Context: an optimization exercise on an open-source flow, tuned for small area. The choices shown serve that exercise and are no tape-out recipe. Only simulation tests tie the RTL to the original design; equivalence was not proved. No activity file was given, so power comes from the tool's default toggle rates.

[design.v]
`timescale 1ns / 1ps
module AHB_master#(
    parameter ADDR_WIDTH=32,
    parameter DATA_WIDTH=32)
(
    input wire HRESETn,
    input wire HCLK,
    input wire HREADY,
    input wire HRESP,                         
    input wire [DATA_WIDTH-1:0] HRDATA,
    output reg [ADDR_WIDTH-1:0] HADDR,
    output reg HWRITE,
    output reg [2:0] HSIZE,
    output wire [2:0] HBURST,
    output wire [3:0] HPROT,
    output reg [1:0] HTRANS,
    output wire HMASTLOCK,
    output reg [DATA_WIDTH-1:0] HWDATA,
    input wire cmd_valid,
    input wire cmd_write,
    input wire [ADDR_WIDTH-1:0] cmd_addr,
    input wire [DATA_WIDTH-1:0] cmd_wdata,
    input wire [7:0] cmd_len,
    input wire [2:0] cmd_size,
    output wire cmd_ready,
    output wire resp_valid,
    output reg [DATA_WIDTH-1:0] resp_rdata,
    output reg resp_err
);
    reg ph;                          
    reg burst;                       
    reg [7:0] beat_count;            
    reg [DATA_WIDTH-1:0] wdata_reg;  
    wire idle    = ~(HTRANS[1] | HTRANS[0]);
    wire accept  = idle & cmd_valid;
    wire data_st = ~idle & ph;
    wire last    = ~|beat_count[7:1];
    wire step    = data_st & HREADY & ~last;
    wire [7:0] onehot = 8'd1 << HSIZE;
    wire [7:0] inc = step ? onehot : 8'd0;
    wire [31:0] cy;
    wire [8:0] tl;
    assign tl[0] = 1'b0;
    genvar gi;
    generate for (gi = 0; gi < 8; gi = gi + 1) begin : g_tl
        assign tl[gi+1] = (onehot[gi] | tl[gi]) & HADDR[gi];
    end endgenerate
    wire p1 = &HADDR[15:8];
    wire p2 = &HADDR[23:16];
    wire [3:1] cin;
    assign cin[1] = step & tl[8];
    assign cin[2] = step & tl[8] & p1;
    assign cin[3] = step & tl[8] & p1 & p2;
    assign cy[0] = inc[0];
    generate for (gi = 1; gi < 32; gi = gi + 1) begin : g_cy
        if (gi < 8) begin : g_lo
            assign cy[gi] = inc[gi] | (cy[gi-1] & HADDR[gi-1]);
        end else if (gi % 8 == 0) begin : g_blk
            assign cy[gi] = cin[gi/8];
        end else begin : g_hi
            assign cy[gi] = cy[gi-1] & HADDR[gi-1];
        end
    end endgenerate
    assign cmd_ready  = idle;
    assign resp_valid = idle & ph;
    assign HBURST     = {2'b00, burst};
    assign HPROT      = 4'b0011;
    assign HMASTLOCK  = 1'b0;
    always @(posedge HCLK or negedge HRESETn) begin
        if (!HRESETn) begin
            HADDR      <= {ADDR_WIDTH{1'b0}};
            HWRITE     <= 1'b0;
            HSIZE      <= 3'd2;
            burst      <= 1'b0;
            HTRANS     <= 2'b00;
            HWDATA     <= {DATA_WIDTH{1'b0}};
            resp_rdata <= {DATA_WIDTH{1'b0}};
            resp_err   <= 1'b0;
            ph         <= 1'b0;
        end else begin
            ph        <= ~idle & (ph | HREADY);
            HTRANS[1] <= idle ? cmd_valid : (~ph | (HREADY & ~last));
            HTRANS[0] <= data_st & ~(HREADY & last);
            if (accept) begin
                HADDR  <= cmd_addr;
                HSIZE  <= cmd_size;
                HWRITE <= cmd_write;
                burst  <= |cmd_len[7:1];
            end else begin
                HADDR  <= HADDR ^ cy[31:0];
            end
            if (HREADY & HWRITE)
                HWDATA <= wdata_reg;
            if (data_st & HREADY & ~HWRITE)
                resp_rdata <= HRDATA;
            if (data_st & HREADY & last)
                resp_err <= HRESP;
        end
    end
    always @(posedge HCLK) begin
        if (accept) begin
            wdata_reg  <= cmd_wdata;
            beat_count <= cmd_len;
        end else if (step) begin
            beat_count <= beat_count - 8'd1;
        end
    end
endmodule
[flow/run.sh]
#!/bin/bash
# Layout flow: the standard synthesis; then the combinational logic between
# the registers re-mapped by ABC for area (flow/resynth.ys: registers, half
# adders and tie cells kept as synthesis made them, with their names); then
# the standard layout, with buf_1 port buffers, a clock tree of small clock
# buffers without dummy loads, and the tie-high and tie-low cells merged into
# one cell (flow/merge_ties.py) and left where synthesis put them.
set -euo pipefail
here=$(pwd)
res=$here/orfs/results/$FLOW_PLATFORM/AHB_master/base
platform=$FLOW_HOME/platforms/$FLOW_PLATFORM
lib=$platform/lib/sky130_fd_sc_hd__tt_025C_1v80.lib

bash standard.sh synth > synth_flow.log 2>&1

cp "$res/1_2_yosys.v" "$here/std_synth.v"
dont_use=$(sed -n '/DONT_USE_CELLS += /,/^#/p' "$platform/config.mk" \
  | grep -o 'sky130_fd_sc_hd__[a-z0-9_]*' | sed 's/^/-dont_use /' | tr '\n' ' ')
sed -e "s#@LIB@#$lib#g" -e "s#@DONT_USE@#$dont_use#" \
    -e "s#@IN@#$here/std_synth.v#" -e "s#@OUT@#$here/resynth.v#" \
    flow/resynth.ys > resynth_run.ys
yosys -s resynth_run.ys > resynth.log 2>&1
python3 flow/merge_ties.py "$here/resynth.v" > merge_ties.log 2>&1
cp "$here/resynth.v" "$res/1_2_yosys.v"
rm -f "$res/1_synth.odb" "$res/1_synth.sdc"

export BUFFER_PORTS_ARGS="-buffer_cell sky130_fd_sc_hd__buf_1"
export CTS_ARGS="-sink_clustering_enable -repair_clock_nets -dont_use_dummy_load -buf_list sky130_fd_sc_hd__clkbuf_4"
export SKIP_REPAIR_TIE_FANOUT=1
bash standard.sh > standard_flow.log 2>&1
[flow/merge_ties.py]
"""Merge the tie-high and tie-low cells of a netlist into one conb_1 cell,
which drives its HI and LO outputs at once. Leaves the netlist as it is unless
it has exactly one tie-high-only and one tie-low-only conb_1 cell."""
import re
import sys

path = sys.argv[1]
text = open(path).read()
pat = re.compile(r"  sky130_fd_sc_hd__conb_1 (\S+) \(\n\s*\.(HI|LO)\(([^()]*)\)\n  \);\n")
ties = list(pat.finditer(text))
hi = [m for m in ties if m.group(2) == "HI"]
lo = [m for m in ties if m.group(2) == "LO"]
if len(ties) == 2 and len(hi) == 1 and len(lo) == 1:
    h, l = hi[0], lo[0]
    merged = (f"  sky130_fd_sc_hd__conb_1 {h.group(1)} (\n"
              f"    .HI({h.group(3)}),\n    .LO({l.group(3)})\n  );\n")
    parts = sorted([(h.start(), h.end(), merged), (l.start(), l.end(), "")], reverse=True)
    for start, end, new in parts:
        text = text[:start] + new + text[end:]
    open(path, "w").write(text)
    print("merged tie cells", h.group(1), "and", l.group(1))
else:
    print("tie cells left as they are:", len(ties))
[flow/resynth.ys]
# Re-map the combinational logic of the standard synthesis for area.
# Registers, half adders and tie cells stay the cells synthesis made, with
# their names; only the logic between them is mapped again by ABC.
read_liberty -ignore_miss_func @LIB@
read_verilog @IN@
hierarchy -top AHB_master
blackbox sky130_fd_sc_hd__df* sky130_fd_sc_hd__edf* sky130_fd_sc_hd__ha_* sky130_fd_sc_hd__fa_* sky130_fd_sc_hd__conb_1
flatten
opt_clean
abc -liberty @LIB@ @DONT_USE@ -script "+strash;dch -f;amap -m;topo"
opt_clean -purge
setundef -zero
splitnets
insbuf -buf sky130_fd_sc_hd__buf_4 A X
opt_clean -purge
stat -liberty @LIB@
write_verilog -noattr -nohex -nodec @OUT@
[standard.sh]
#!/bin/bash
# synth_recipe.tcl (not shown) runs the flow's synth.tcl, then flattens the netlist and writes it again
# the make line also repeats each setting of config.mk as NAME=value (left out here)
make -C /OpenROAD-flow-scripts/flow DESIGN_CONFIG=/design/flow/config.mk WORK_HOME=/design/flow/orfs CLKGATE_MAP_FILE= SYNTH_SCRIPT=/design/flow/synth_recipe.tcl "${@:-finish}"
[config.mk]
export PLATFORM = sky130hd
export DESIGN_NAME = AHB_master
export DESIGN_NICKNAME = AHB_master
export VERILOG_FILES = /design/flow/design.v
export SDC_FILE = /design/flow/constraint.sdc
export NUM_CORES = 4
export LEC_CHECK = 0
export CAP_MARGIN = 0
export CORE_MARGIN = 2
export CORE_UTILIZATION = 60
export SLEW_MARGIN = 0
[constraint.sdc]
create_clock -name core_clock -period 5.0 [get_ports {HCLK}]
set_input_delay 1.0000 -clock core_clock [delete_from_list [all_inputs] [get_ports {HCLK}]]
set_output_delay 1.0000 -clock core_clock [all_outputs]
set_load 0.01 [all_outputs]
==> reports/qor.txt, run 1 <==
post-DP HPWL: 8.99 mm
Post-Route WL: 12.6 mm
Comb power frac: 37.9%
clk root buf: clkbuf_4
CTS tree: built
Final Cycle Share: 92.5%
CTS clock-pin slew for the worst setup and hold paths: 0.11 ns
Num CTS Buffers: 17
layout cells sized above 1: 4.19%
status: finished clean
highest metal used: met4
Remaining DRCs: 0
Buf/Inv on CP: 2
Syn Area/Cell: 13.2 sq um
GPL Wtd Cong: 0.827
largest net degree at the start of global routing: 73
Congestion Overflow GR: 0
Ys Warns: 1
Die Width: 107 um
worst path arrival time: 4.98 ns
Max-Cap Viols: 0
Net Switching: 1.50 mW
critical path class: reg -> reg
CP Capture Type: flop
Starting DRT DRC Count: 178
CP max stage cell: or4_1
sw frac: 36.8%
Ant. Diodes: 0
Post-CTS Resized: 0
family with the most delay on the worst path: compound AO/OA/AOI/OAI gates
RSZ-0062 raised after global routing: no
Die H: 107 um
fillers: 876
Highest Clock Rate: 216 MHz
Tightest Hold Check Type: reg -> reg
Pwr per Cell Area: 602 nW/um^2
internal power: 2.57 mW
setup bufs post-CTS: 0
Mapped Cells: 482
Avg Vias per Cell: 5.46
antenna violations before repair: 0
gr usage total: 22.6%
leak pwr: 2.54 nW
Setup crit start kind: flop
worst slack, placed: 0.408 ns
final slew viol count: 0
full die area: 11,400 sq um
commonest cells after routing, fill and taps aside: 217 x buf_1, 104 x dfrtp_1, 100 x o22a_1
Port Buffers: 218
hold_buf cts: 0
Worst-Margin Slew: 0.980 ns
antenna-violating nets left: 0
Worst Skew: 0.0298 ns
CP max stage delay: 0.58 ns
fin crit period: 4.62 ns
total core area: 10,300 sq um
detailed-route via count: 4,131
worst path cell trace: or4_1, nor4_1, nor2_1, clkinv_1, nor2_1, clkinv_1, nor2_1, ha_1, o21bai_1, ha_1, o21bai_1, ha_1, o21bai_1, ha_1, a31o_1, ha_1, a31o_1, ha_1, a31o_1, ha_1, a31oi_1, xnor2_1, o22a_1
Total Neg Setup Slack: 0 ns
Layout area overhead: 6.33%
clk sink count: 145
Reg power frac: 50.2%
final hold vios: 0
most common cell after layout, fill and taps aside: buf_1
synthesized area: 6350 sq um
setup ws final: 0.375 ns
slew margin rel.: 34.7%
met2 wire len: 6.04 mm
clk buf depth: 2
Clock H-tree levels: 4
nets: 766
Starting Density: 61.8%
final setup fails: 0
Peak VDD IR: 0.345 mV
Worst Path Max Fanout: 4
CP Data Required Time: 5.35 ns
routed len/inst: 16.6 um
DRT Pass-1 Iters: 5
number of global-route vias before repair: 4,101
syn nets: 625
most frequent CP cell: ha_1
met3 routed WL: 959 um
insertion delay of the later-clocked pin in the worst-skew pair: 0.49 ns
Cell Rows: 37
clock share of power: 11.9%
metal1 wirelength: 5.28 mm
Ports: 226
first-pass GRT wire length: 19.8 mm
per-stage QoR:
step / util [%] / area [sq um] / hold WS [ns] / std cells / power, mW
after floorplan: - / 6350 / 0.449 / 482 / 3.52
after global placement: 64.4 / 6620 / 0.451 / 740 / 3.57
after detailed placement: 64.4 / 6620 / 0.459 / 740 / 3.63
after CTS: 65.7 / 6750 / 0.455 / 757 / 4.11
after global routing: 65.7 / 6750 / 0.477 / 757 / 4.37
final: 65.7 / 6750 / 0.456 / 757 / 4.06
routing by layer:
layer  vias to the layer above  GRT usage [%]
met5                         -              0
met2                       157           36.4
met3                        22           7.66
met4                         0           8.63
li1                       1974              -
met1                      1978           28.6
final timing paths:
kind / to / depth (start not counted) / startpoint / slack, ns
min in group asynchronous: burst / 1 / HRESETn / 0.69
max in group asynchronous: HSIZE[1] / 2 / HRESETn / 3.26
worst max register to register: HADDR[7] / 23 / beat_count[4] / 0.38
worst min-delay path: HWDATA[1] / 1 / wdata_reg[1] / 0.46
worst min register to register: HWDATA[1] / 1 / wdata_reg[1] / 0.46
worst max-delay path: HADDR[7] / 23 / beat_count[4] / 0.38
layout make-up:
type / count / area, sq um / area share [%]
Timing Repair Buffer: 223 / 860 / 12.7
Inverter: 17 / 63.8 / 0.945
Tap cell: 136 / 170 / 2.52
Sequential cell: 145 / 3830 / 56.7
Clock buffer: 17 / 128 / 1.89
Multi-Input combinational cell: 219 / 1700 / 25.2
power groups by stage:
stage	Combinational, mW	Clock [mW]	Sequential (mW)
finish	1.54	0.484	2.04
global route	1.71	0.553	2.10
CTS	1.57	0.504	2.04
detailed placement	1.57	0	2.06
global placement	1.52	0	2.04
floorplan	1.51	0	2.00
==> inputs of run 2 (changes only) <==
--- a/config.mk
+++ b/config.mk
@@ -8,4 +8,4 @@
 export CAP_MARGIN = 0
 export CORE_MARGIN = 2
-export CORE_UTILIZATION = 60
+export CORE_UTILIZATION = 50
 export SLEW_MARGIN = 0
==> run 2 against run 1 <==
  * Wire length up 1.9%
  * Highest routed layer unchanged
  * Die area up 19%
  * Synthesized cell count unchanged
  * Still clean
  * Hold slack worse by 0.0054 ns
  * Non-clock buffer count unchanged
  * Synthesized area unchanged
  * Critical path type unchanged
  * Largest cell class unchanged
  * Critical endpoint unchanged
==> reports/qor.txt, run 2 <==
status: finished clean
first-pass GRT wire length: 19.8 mm (-0.25%)
Placed Area: 6670 sq um (+0.68%)
Setup crit start kind: flop
Design Area, Final: 6800 sq um (+0.67%)
Reg power frac: 50.1% (about the same)
Ant. Diodes: 0 (unchanged)
CP max stage delay: 0.58 ns (about the same)
Starting Density: 50.7% (-11 points)
CTS clock-pin slew for the worst setup and hold paths: 0.12 ns (about the same)
Worst Skew: 0.0249 ns (-0.00493 ns)
Peak VDD IR: 0.287 mV (-17%)
Num CTS Buffers: 17 (unchanged)
total core area: 12,500 sq um (+22%)
worst path cell trace: or4_1, nor4_1, nor2_1, clkinv_1, nor2_1, clkinv_1, nor2_1, ha_1, o21bai_1, ha_1, o21bai_1, ha_1, o21bai_1, ha_1, a31o_1, ha_1, a31o_1, ha_1, a31o_1, ha_1, a31oi_1, xnor2_1, o22a_1
Max-Cap Viols: 0 (unchanged)
Layout area overhead: 7.04%
final slew viol count: 0 (unchanged)
Total Neg Setup Slack: 0 ns (unchanged)
RSZ-0062 raised after global routing: no
Comb power frac: 37.7% (-0.2 points)
gr usage total: 19.3% (-3.4 points)
most common cell after layout, fill and taps aside: buf_1
Post-CTS Resized: 0 (unchanged)
setup bufs post-CTS: 0 (unchanged)
worst slack, placed: 0.372 ns (-0.0358 ns)
busiest grt layer: met2
detailed-route via count: 4,128 (-0.073%)
fin crit period: 4.61 ns (-0.0112 ns)
Cell Rows: 41 (+11%)
CTS tree: built
Cells after DPL: 776 (+4.9%)
routed len/inst: 16.2 um (-2.7%)
Power Total: 4.07 mW (about the same)
antenna violations before repair: 0 (unchanged)
Syn Area/Cell: 13.2 sq um (unchanged)
clk buf depth: 2 (unchanged)
Congestion Overflow GR: 0 (unchanged)
slew margin rel.: 26.2% (-8.5 points)
Tightest Hold Check Type: reg -> reg
antenna-violating nets left: 0 (unchanged)
leak pwr: 2.54 nW (unchanged)
Worst-Margin Slew: 1.11 ns (+0.127 ns)
clk sink count: 145 (unchanged)
final hold vios: 0 (unchanged)
Mapped Cells: 482 (unchanged)
clock share of power: 12.1% (+0.2 points)
Port Buffers: 218 (unchanged)
setup ws final: 0.387 ns (+0.0112 ns)
syn nets: 625 (unchanged)
nets: 766 (unchanged)
Post-Route Utilization: 54.3% (-11 points)
Final Cycle Share: 92.3% (-0.22 points)
worst path arrival time: 5.02 ns (+0.04 ns)
DRT Pass-1 Iters: 4 (-1)
clk root buf: clkbuf_4
post-DP HPWL: 8.99 mm (about the same)
internal power: 2.57 mW (about the same)
Highest Clock Rate: 217 MHz (+0.24%)
commonest cells after routing, fill and taps aside: 217 x buf_1, 104 x dfrtp_1, 100 x o22a_1
critical path class: reg -> reg
met2 Track Usage GR: 31.2% (-5.2 points)
Worst Path Max Fanout: 4 (unchanged)
M3 GR Usage: 6.85% (-0.81 points)
final setup fails: 0 (unchanged)
Non-Filler Instances: 793 (+4.8%)
full die area: 13,600 sq um (+19%)
layout cells sized above 1: 4.19% (unchanged)
Pwr per Cell Area: 598 nW/um^2 (-0.60%)
Clock H-tree levels: 4 (unchanged)
synthesized area: 6350 sq um (unchanged)
number of global-route vias before repair: 4,028 (-1.8%)
met1 GRT Util: 23.3% (-5.3 points)
Die Width: 117 um (+9.2%)
Avg Vias per Cell: 5.21 (-4.6%)
fillers: 1,154 (+32%)
Ports: 226 (unchanged)
largest net degree at the start of global routing: 79 (+8.2%)
sw frac: 36.9% (+0.054 points)
Die H: 117 um (+9.2%)
insertion delay of the later-clocked pin in the worst-skew pair: 0.51 ns (+0.02 ns)
CP Data Required Time: 5.40 ns (+0.05 ns)
Net Switching: 1.50 mW (+0.21%)
hold slack: 0.451 ns (-0.00542 ns)
Remaining DRCs: 0 (unchanged)
most frequent CP cell: ha_1
hold_buf cts: 0 (unchanged)
GPL Wtd Cong: 0.796 (-3.8%)
Ys Warns: 1 (unchanged)
CP max stage cell: or4_1
Post-Route WL: 12.8 mm (+1.9%)
Starting DRT DRC Count: 259 (+46%)
CP Capture Type: flop
-- run 2: area by class of cell --
cell class	count	area, sq um	share of cell area (%)
multi-input cells	219	1700	25.0
repair buffers	223	860	12.6
inverters	17	63.8	0.939
well taps	172	215	3.17
flip-flops and latches	145	3830	56.4
clock buffers	17	128	1.88
-- run 2: worst paths after layout --
kind / startpoint / endpoint / slack [ns] / cells past startpoint
max reg2reg: beat_count[4] / HADDR[7] / 0.39 / 23
min: wdata_reg[23] / HWDATA[23] / 0.45 / 1
min in group asynchronous: HRESETn / resp_rdata[9] / 0.71 / 1
max in group asynchronous: HRESETn / HSIZE[1] / 3.21 / 2
min reg2reg: wdata_reg[23] / HWDATA[23] / 0.45 / 1
max: beat_count[4] / HADDR[7] / 0.39 / 23
-- run 2: power by group through the flow --
stage	Sequential (mW)	Clock (mW)	Combinational, mW
5_1_grt	2.11	0.574	1.72
4_1_cts	2.04	0.520	1.56
3_3_place_gp	2.05	0	1.54
6_report	2.04	0.493	1.53
3_5_place_dp	2.07	0	1.56
2_1_floorplan	2.00	0	1.51
-- run 2: worst max-delay path, delay by kind of cell, from the launching register on --
kind,cells,cell delay (ns)
buffers and inverters,2,0.17
and+or+nand+nor,5,1.26
DFF,1,0.43
AOI/OAI and AO/OA,8,1.34
xor gates and xnor gates,1,0.08
adders and majority gates,7,1.21
-- run 2: layer usage --
layer | up-vias | share of wire [%]
met3 | 18 | 7.4
met5 | - | 0
li1 | 1962 | -
met2 | 124 | 48
met1 | 2024 | 42
met4 | 0 | 2.0

[afterwards: timing with drivers on the ports]
In the flow no input, the clock included, has a driving cell. The finished layouts below were timed again as built, in two steps.
Step 1 assumes that a clkbuf_16 drives the clock port and a buf_2 every other input.
Step 2, shift: input delay + t, output delay - t, t = (earliest + latest rising clock arrival at the registers) / 2. This alone moves slack from input paths to output paths.
Three values: no drivers, after step 1, after step 2; two values: the first two.
run	t, ns	setup slack, ns	worst slew at a driven data input, ns
run 1	0.506	0.375 / 0.375 / 0.375	0.06
run 2	0.537	0.387 / 0.387 / 0.387	0.06
After both steps every run listed still meets setup and hold.
